This design comes from an exercise in tuning for small area on the open sky130 flow, not from production work. The RTL was checked by simulation tests, not by an equivalence proof against the original design. The flow treats the clock pin as an ideal source. Dropping or thinning the clock tree relies on that and would not hold on a real chip. Power and IR drop assume default switching activity.

main:
==> flow/design.v <==
module uart_fifo_ctrl(
	input wire clk,
	input wire rst,
	input wire rx,
	output wire tx
);
	reg [3:0] pos;
	reg [3:0] rd_off;
	wire do_wr, do_rd;
	always @(posedge clk)
		pos <= pos + {3'd0, !do_wr};
	reg [127:0] ring;
	wire [7:0] ring_out = ring[127:120];
	wire wr_now;
	reg [7:0] rx_sh;
	wire [7:0] ring_in = wr_now ? rx_sh : ring_out;
	always @(posedge clk)
		ring <= {ring[119:0], ring_in};
	reg [3:0] rx_ph;
	reg [3:0] rx_cnt;
	wire rx_tick = (rx_cnt == 4'd15);
	wire rx_idle = rx_ph[3] && !rx_ph[2] && (rx_ph[1] ^ rx_ph[0]) && rx_cnt[0];
	wire rx_wr = rx_idle && rx_ph[0];
	always @(posedge clk)
		if (!rx_ph[3] && rx_tick)
			rx_sh <= {rx, rx_sh[7:1]};
	reg [7:0] rx_nxt;
	always @(*) begin
		if (rx_idle)
			rx_nxt = rx ? 8'hA1 : 8'hF8;
		else if (rx_tick && rx_ph == 4'd15 && rx)
			rx_nxt = 8'hA1;
		else if (rx_tick && rx_ph == 4'd8 && !rx)
			rx_nxt = 8'hA0;
		else
			rx_nxt = {rx_ph, rx_cnt} + 8'd1;
	end
	always @(posedge clk or posedge rst)
		if (rst)
			{rx_ph, rx_cnt[0]} <= 5'b10101;
		else
			{rx_ph, rx_cnt[0]} <= {rx_nxt[7:4], rx_nxt[0]};
	always @(posedge clk)
		rx_cnt[3:1] <= rx_nxt[3:1];
	reg last_wr;	 
	reg full, empty;
	reg pend;	 
	assign do_wr = rx_wr && !full;
	wire ptr_eq = (rd_off == 4'd0);
	wire cnt0 = ptr_eq && !last_wr;
	assign wr_now = pend && (pos == 4'd15);
	wire off_up = do_rd && !do_wr;
	wire off_dn = do_wr && !do_rd;
	always @(posedge clk or posedge rst) begin
		if (rst) begin
			rd_off <= 4'd0;
			last_wr <= 1'b0;
			full <= 1'b0;
			empty <= 1'b1;
			pend <= 1'b0;
		end else begin
			rd_off <= rd_off + {{3{off_dn}}, off_dn | off_up};
			if (do_wr != do_rd)
				last_wr <= do_wr;
			full <= ptr_eq && last_wr;
			empty <= cnt0;
			if (do_wr)
				pend <= 1'b1;
			else if (wr_now)
				pend <= 1'b0;
		end
	end
	reg [3:0] tx_ph;
	reg [3:0] tx_cnt;
	reg [7:0] tx_buf;
	wire tx_idle = (tx_ph == 4'd2);
	assign do_rd = tx_idle && !empty;
	wire tx_free = (tx_ph == 4'd0) || (tx_ph == 4'd1) || tx_idle;
	wire tx_pre = (tx_ph == 4'd6) || (tx_ph == 4'd7);
	always @(posedge clk)
		tx_cnt <= do_rd ? 4'd15 : tx_cnt + 4'd1;
	always @(posedge clk or posedge rst) begin
		if (rst)
			tx_ph <= 4'd2;
		else if (tx_idle) begin
			if (do_rd)
				tx_ph <= 4'd6;
		end else if (tx_cnt == 4'd15 || tx_ph == 4'd1)
			tx_ph <= tx_ph + 4'd1;
	end
	always @(posedge clk)
		if ((tx_free && pos == rd_off) || (tx_pre && wr_now && cnt0))
			tx_buf <= ring_in;
	assign tx = (tx_ph == 4'd7) ? 1'b0 : (tx_ph[3] ? tx_buf[tx_ph[2:0]] : 1'b1);
endmodule
clock: 10.0 ns
lec_check: 0
cap_margin: 20
core_margin: 2
core_utilization: 70
slew_margin: 20
standard.sh (not shown) runs the stock make flow with config.mk's settings and CLKGATE_MAP_FILE= SYNTH_SCRIPT=/design/flow/synth_recipe.tcl, a recipe that flattens the netlist after the stock synthesis.
==> flow/flow/run.sh <==
#!/bin/bash
# Standard layout (standard.sh) with these changes:
#  - synthesis uses an area-oriented abc script (flow/synth.tcl,
#    flow/abc_area.script) in place of ORFS's abc_speed.script;
#  - after floorplanning, combinational cells are set to their smallest
#    drive strength (downsize.tcl); placement's repair sizes up where needed;
#  - the clock tree is built by manual_cts.tcl: one root buffer driving 18
#    leaf buffers, each at the centre of an equal-sized group of flip-flops.
# Each tool's output is in the ORFS logs under orfs/logs; make's own output
# is in standard_flow.log.
set -euo pipefail
W=$PWD
F=$W/flow
rm -rf "$W/area_scripts"
cp -r "$FLOW_HOME/scripts" "$W/area_scripts"
cp "$F/abc_area.script" "$W/area_scripts/abc_speed.script"
export AREA_SCRIPTS_DIR=$W/area_scripts
export POST_FLOORPLAN_TCL=$F/downsize.tcl
export PRE_CTS_TCL=$F/manual_cts.tcl
export MCTS_N=18 MCTS_ROOTS=1 MCTS_CELL=sky130_fd_sc_hd__clkbuf_4 MCTS_ROOT=sky130_fd_sc_hd__clkbuf_16
bash standard.sh SYNTH_SCRIPT="$F/synth.tcl" finish > standard_flow.log 2>&1
Other scripts of this flow, unchanged in this note and not shown: flow/flow/abc_area.script, flow/flow/downsize.tcl, flow/flow/manual_cts.tcl, flow/flow/synth.tcl
The following lists how the feature branch was set up differently from main:
diff --git a/flow/design.v b/flow/design.v
--- a/flow/design.v
+++ b/flow/design.v
@@ -74,19 +74,16 @@
 	reg [3:0] tx_cnt;
 	reg [7:0] tx_buf;
-	wire tx_idle = (tx_ph == 4'd2);
+	wire tx_idle = (tx_ph == 4'd1) && tx_cnt[0];
 	assign do_rd = tx_idle && !empty;
-	wire tx_free = (tx_ph == 4'd0) || (tx_ph == 4'd1) || tx_idle;
-	wire tx_pre = (tx_ph == 4'd6) || (tx_ph == 4'd7);
+	wire tx_free = (tx_ph[3:1] == 3'd0);
+	wire tx_pre = (tx_ph[3:1] == 3'd3);
+	wire [7:0] tx_nxt = tx_idle ? (do_rd ? 8'h6F : 8'h11) : {tx_ph, tx_cnt} + 8'd1;
+	always @(posedge clk or posedge rst)
+		if (rst)
+			{tx_ph, tx_cnt[0]} <= 5'b00011;
+		else
+			{tx_ph, tx_cnt[0]} <= {tx_nxt[7:4], tx_nxt[0]};
 	always @(posedge clk)
-		tx_cnt <= do_rd ? 4'd15 : tx_cnt + 4'd1;
-	always @(posedge clk or posedge rst) begin
-		if (rst)
-			tx_ph <= 4'd2;
-		else if (tx_idle) begin
-			if (do_rd)
-				tx_ph <= 4'd6;
-		end else if (tx_cnt == 4'd15 || tx_ph == 4'd1)
-			tx_ph <= tx_ph + 4'd1;
-	end
+		tx_cnt[3:1] <= tx_nxt[3:1];
 	always @(posedge clk)
 		if ((tx_free && pos == rd_off) || (tx_pre && wr_now && cnt0))
Clock network power share delta for the feature branch relative to main: 0.2 points higher. On power, main loses to the feature branch. The feature branch: routed wire length is 41 um higher than what main reported. Sequential share of layout area: the feature branch > main. The feature branch: leakage power 1.2% below main. The feature branch gives more data arrival time of the critical path than main did. [compare] base=main new=the feature branch: cell area after layout shrank by 1.1%, antenna diode count about even, fraction of area in multi-input gates moved down, global-route total usage across every layer picked up an extra 0.57 points, net count after synthesis down about 2.6%. Relative to main, the setup slack on the worst flop-to-flop path of the feature branch is lower by 0.08 ns. Summary — maximum achievable frequency, the feature branch relative to main: lower, by about 3%.
No run of this note takes its clock network from TritonCTS; it comes from the design's own scripts or RTL.

========
uart_fifo_ctrl, a different RTL version from the one above (not shown whole).
For scale: ~310 cells after synthesis, about 170 flip-flops, roughly 0.0048 mm2 of cells after synthesis.
==> module uart_fifo_ctrl, before the edit <==
module uart_fifo_ctrl(
	input wire clk,
	input wire rst,
	input wire rx,
	output wire tx
);
	reg [3:0] pos;
	reg [3:0] rd_off;
	wire do_wr, do_rd;
	always @(posedge clk)
		if (!do_wr)
			pos <= pos + 4'd1;
	reg [127:0] ring;
	wire [7:0] ring_out = ring[127:120];
	wire wr_now;
	reg [7:0] rx_sh;
	wire [7:0] ring_in = wr_now ? rx_sh : ring_out;
	always @(posedge clk)
		ring <= {ring[119:0], ring_in};
	reg [3:0] rx_ph;
	reg [3:0] rx_cnt;
	wire rx_idle = (rx_ph == 4'd3) || (rx_ph == 4'd2);
	wire rx_tick = (rx_cnt == 4'd15);
	always @(posedge clk)
		rx_cnt <= (rx_idle && !rx) ? 4'd8 : rx_cnt + 4'd1;
	always @(posedge clk)
		if (rx_ph[3] && rx_tick)
			rx_sh <= {rx, rx_sh[7:1]};
	always @(posedge clk or posedge rst) begin
		if (rst)
			rx_ph <= 4'd3;
		else if (rx_idle)
			rx_ph <= rx ? 4'd3 : 4'd7;
		else if (rx_ph == 4'd1)
			rx_ph <= 4'd2;
		else if (rx_ph == 4'd4)
			rx_ph <= 4'd3;
		else if (rx_tick) begin
			if (rx_ph == 4'd7)
				rx_ph <= rx ? 4'd3 : 4'd8;
			else if (rx_ph == 4'd0)
				rx_ph <= rx ? 4'd1 : 4'd4;
			else
				rx_ph <= rx_ph + 4'd1;
		end
	end
	reg last_wr;	 
	reg full, empty;
	reg pend;	 
	assign do_wr = (rx_ph == 4'd2) && !full;
	wire ptr_eq = (rd_off == 4'd0);
	wire cnt0 = ptr_eq && !last_wr;
	assign wr_now = pend && (pos == 4'd15);
	always @(posedge clk or posedge rst) begin
		if (rst) begin
			rd_off <= 4'd0;
			last_wr <= 1'b0;
			full <= 1'b0;
			empty <= 1'b1;
			pend <= 1'b0;
		end else begin
			if (do_wr != do_rd) begin
				rd_off <= do_rd ? rd_off + 4'd1 : rd_off - 4'd1;
				last_wr <= do_wr;
			end
			full <= ptr_eq && last_wr;
			empty <= cnt0;
			if (do_wr)
				pend <= 1'b1;
			else if (wr_now)
				pend <= 1'b0;
		end
	end
	reg [3:0] tx_ph;
	reg [3:0] tx_cnt;
	reg [7:0] tx_buf;
	wire tx_idle = (tx_ph == 4'd2);
	assign do_rd = tx_idle && !empty;
	wire tx_free = (tx_ph == 4'd0) || (tx_ph == 4'd1) || tx_idle;
	wire tx_pre = (tx_ph == 4'd6) || (tx_ph == 4'd7);
	always @(posedge clk)
		tx_cnt <= do_rd ? 4'd15 : tx_cnt + 4'd1;
	always @(posedge clk or posedge rst) begin
		if (rst)
			tx_ph <= 4'd2;
		else if (tx_idle) begin
			if (do_rd)
				tx_ph <= 4'd6;
		end else if (tx_cnt == 4'd15 || tx_ph == 4'd1)
			tx_ph <= tx_ph + 4'd1;
	end
	always @(posedge clk)
		if ((tx_free && pos == rd_off) || (tx_pre && wr_now && cnt0))
			tx_buf <= ring_in;
	assign tx = (tx_ph == 4'd7) ? 1'b0 : (tx_ph[3] ? tx_buf[tx_ph[2:0]] : 1'b1);
endmodule
export LEC_CHECK = 0
export CAP_MARGIN = 20
export CORE_MARGIN = 2
export CORE_UTILIZATION = 40
export SLEW_MARGIN = 20
create_clock -name core_clock -period 10.0 [get_ports {clk}]
run.sh (not shown) runs the stock make flow with config.mk's settings and CLKGATE_MAP_FILE= SYNTH_SCRIPT=/design/flow/synth_recipe.tcl, a recipe that flattens the netlist after the stock synthesis.
Stock flow here: none of the scripts above is used.
Edit:
--- a/flow/design.v
+++ b/flow/design.v
@@ -4,12 +4,10 @@
 	input wire rx,
 	output wire tx
 );
-	reg [3:0] pos;
-	reg [3:0] rd_off;
-	wire do_wr, do_rd;
+	reg [3:0] lab;
+	wire [3:0] lab_n = lab + 4'd1;
 	always @(posedge clk)
-		if (!do_wr)
-			pos <= pos + 4'd1;
+		lab <= lab_n;
 	reg [127:0] ring;
 	wire [7:0] ring_out = ring[127:120];
 	wire wr_now;
@@ -44,25 +42,30 @@
 				rx_ph <= rx_ph + 4'd1;
 		end
 	end
+	reg [3:0] wp, rp;
 	reg last_wr;	 
 	reg full, empty;
 	reg pend;	 
-	assign do_wr = (rx_ph == 4'd2) && !full;
-	wire ptr_eq = (rd_off == 4'd0);
+	wire do_wr = (rx_ph == 4'd2) && !full;
+	wire do_rd;
+	wire ptr_eq = (wp == rp);
 	wire cnt0 = ptr_eq && !last_wr;
-	assign wr_now = pend && (pos == 4'd15);
+	assign wr_now = pend && (lab_n == wp);
 	always @(posedge clk or posedge rst) begin
 		if (rst) begin
-			rd_off <= 4'd0;
+			wp <= 4'd0;
+			rp <= 4'd0;
 			last_wr <= 1'b0;
 			full <= 1'b0;
 			empty <= 1'b1;
 			pend <= 1'b0;
 		end else begin
-			if (do_wr != do_rd) begin
-				rd_off <= do_rd ? rd_off + 4'd1 : rd_off - 4'd1;
+			if (do_wr)
+				wp <= wp + 4'd1;
+			if (do_rd)
+				rp <= rp + 4'd1;
+			if (do_wr != do_rd)
 				last_wr <= do_wr;
-			end
 			full <= ptr_eq && last_wr;
 			empty <= cnt0;
 			if (do_wr)
@@ -90,7 +93,7 @@
 			tx_ph <= tx_ph + 4'd1;
 	end
 	always @(posedge clk)
-		if ((tx_free && pos == rd_off) || (tx_pre && wr_now && cnt0))
+		if ((tx_free && lab == rp) || (tx_pre && wr_now && cnt0))
 			tx_buf <= ring_in;
 	assign tx = (tx_ph == 4'd7) ? 1'b0 : (tx_ph[3] ? tx_buf[tx_ph[2:0]] : 1'b1);
 endmodule
Sequential share of layout area came out lower by 0.41 points.
Wire length came out higher by a few percent.
Final area came out higher by a few percent.
Die area came out higher by a few percent.
Total power came out lower by roughly a tenth.
Combinational power came out lower by about a fifth.
Clock power came out lower by a few percent.
Setup slack gains 0.13 ns.
Cell count came out higher by a few percent.
Fmax came out higher by a few percent.
First-iteration DRC count came out lower by well over a third.
Sequential cell count came out higher by 4.
Worst hold slack stays flat.

-- afterwards: timing with drivers on the ports --
How much do the figures lean on ideal ports? The routed layouts below were timed once more, with nothing changed but the port constraints.
Step 1 (the two cells are an assumption about what drives the block):
set clk [get_ports {clk}]
set_driving_cell -lib_cell sky130_fd_sc_hd__clkbuf_16 $clk
set_driving_cell -lib_cell sky130_fd_sc_hd__buf_2 [delete_from_list [all_inputs] $clk]
Step 2 times the ports against the registers' clock, not the clock port: input delays grow and output delays shrink by t, the midpoint of the rising clock arrivals with the driver on.
Slacks: ideal / step 1 / step 2; pairs: ideal / step 1.
run	shift t [ns]	setup slack, ns	hold WS [ns]
main	0.381	5.879 / 5.846 / 6.227	0.323 / 0.323 / 0.323
the feature branch	0.380	5.744 / 5.711 / 6.091	0.316 / 0.316 / 0.316
the first run of note 2	0.446	5.722 / 5.683 / 6.129	0.322 / 0.322 / 0.322
the second run of note 2	0.440	5.855 / 5.821 / 6.261	0.321 / 0.320 / 0.320
After both steps setup and hold are still met in every run listed.
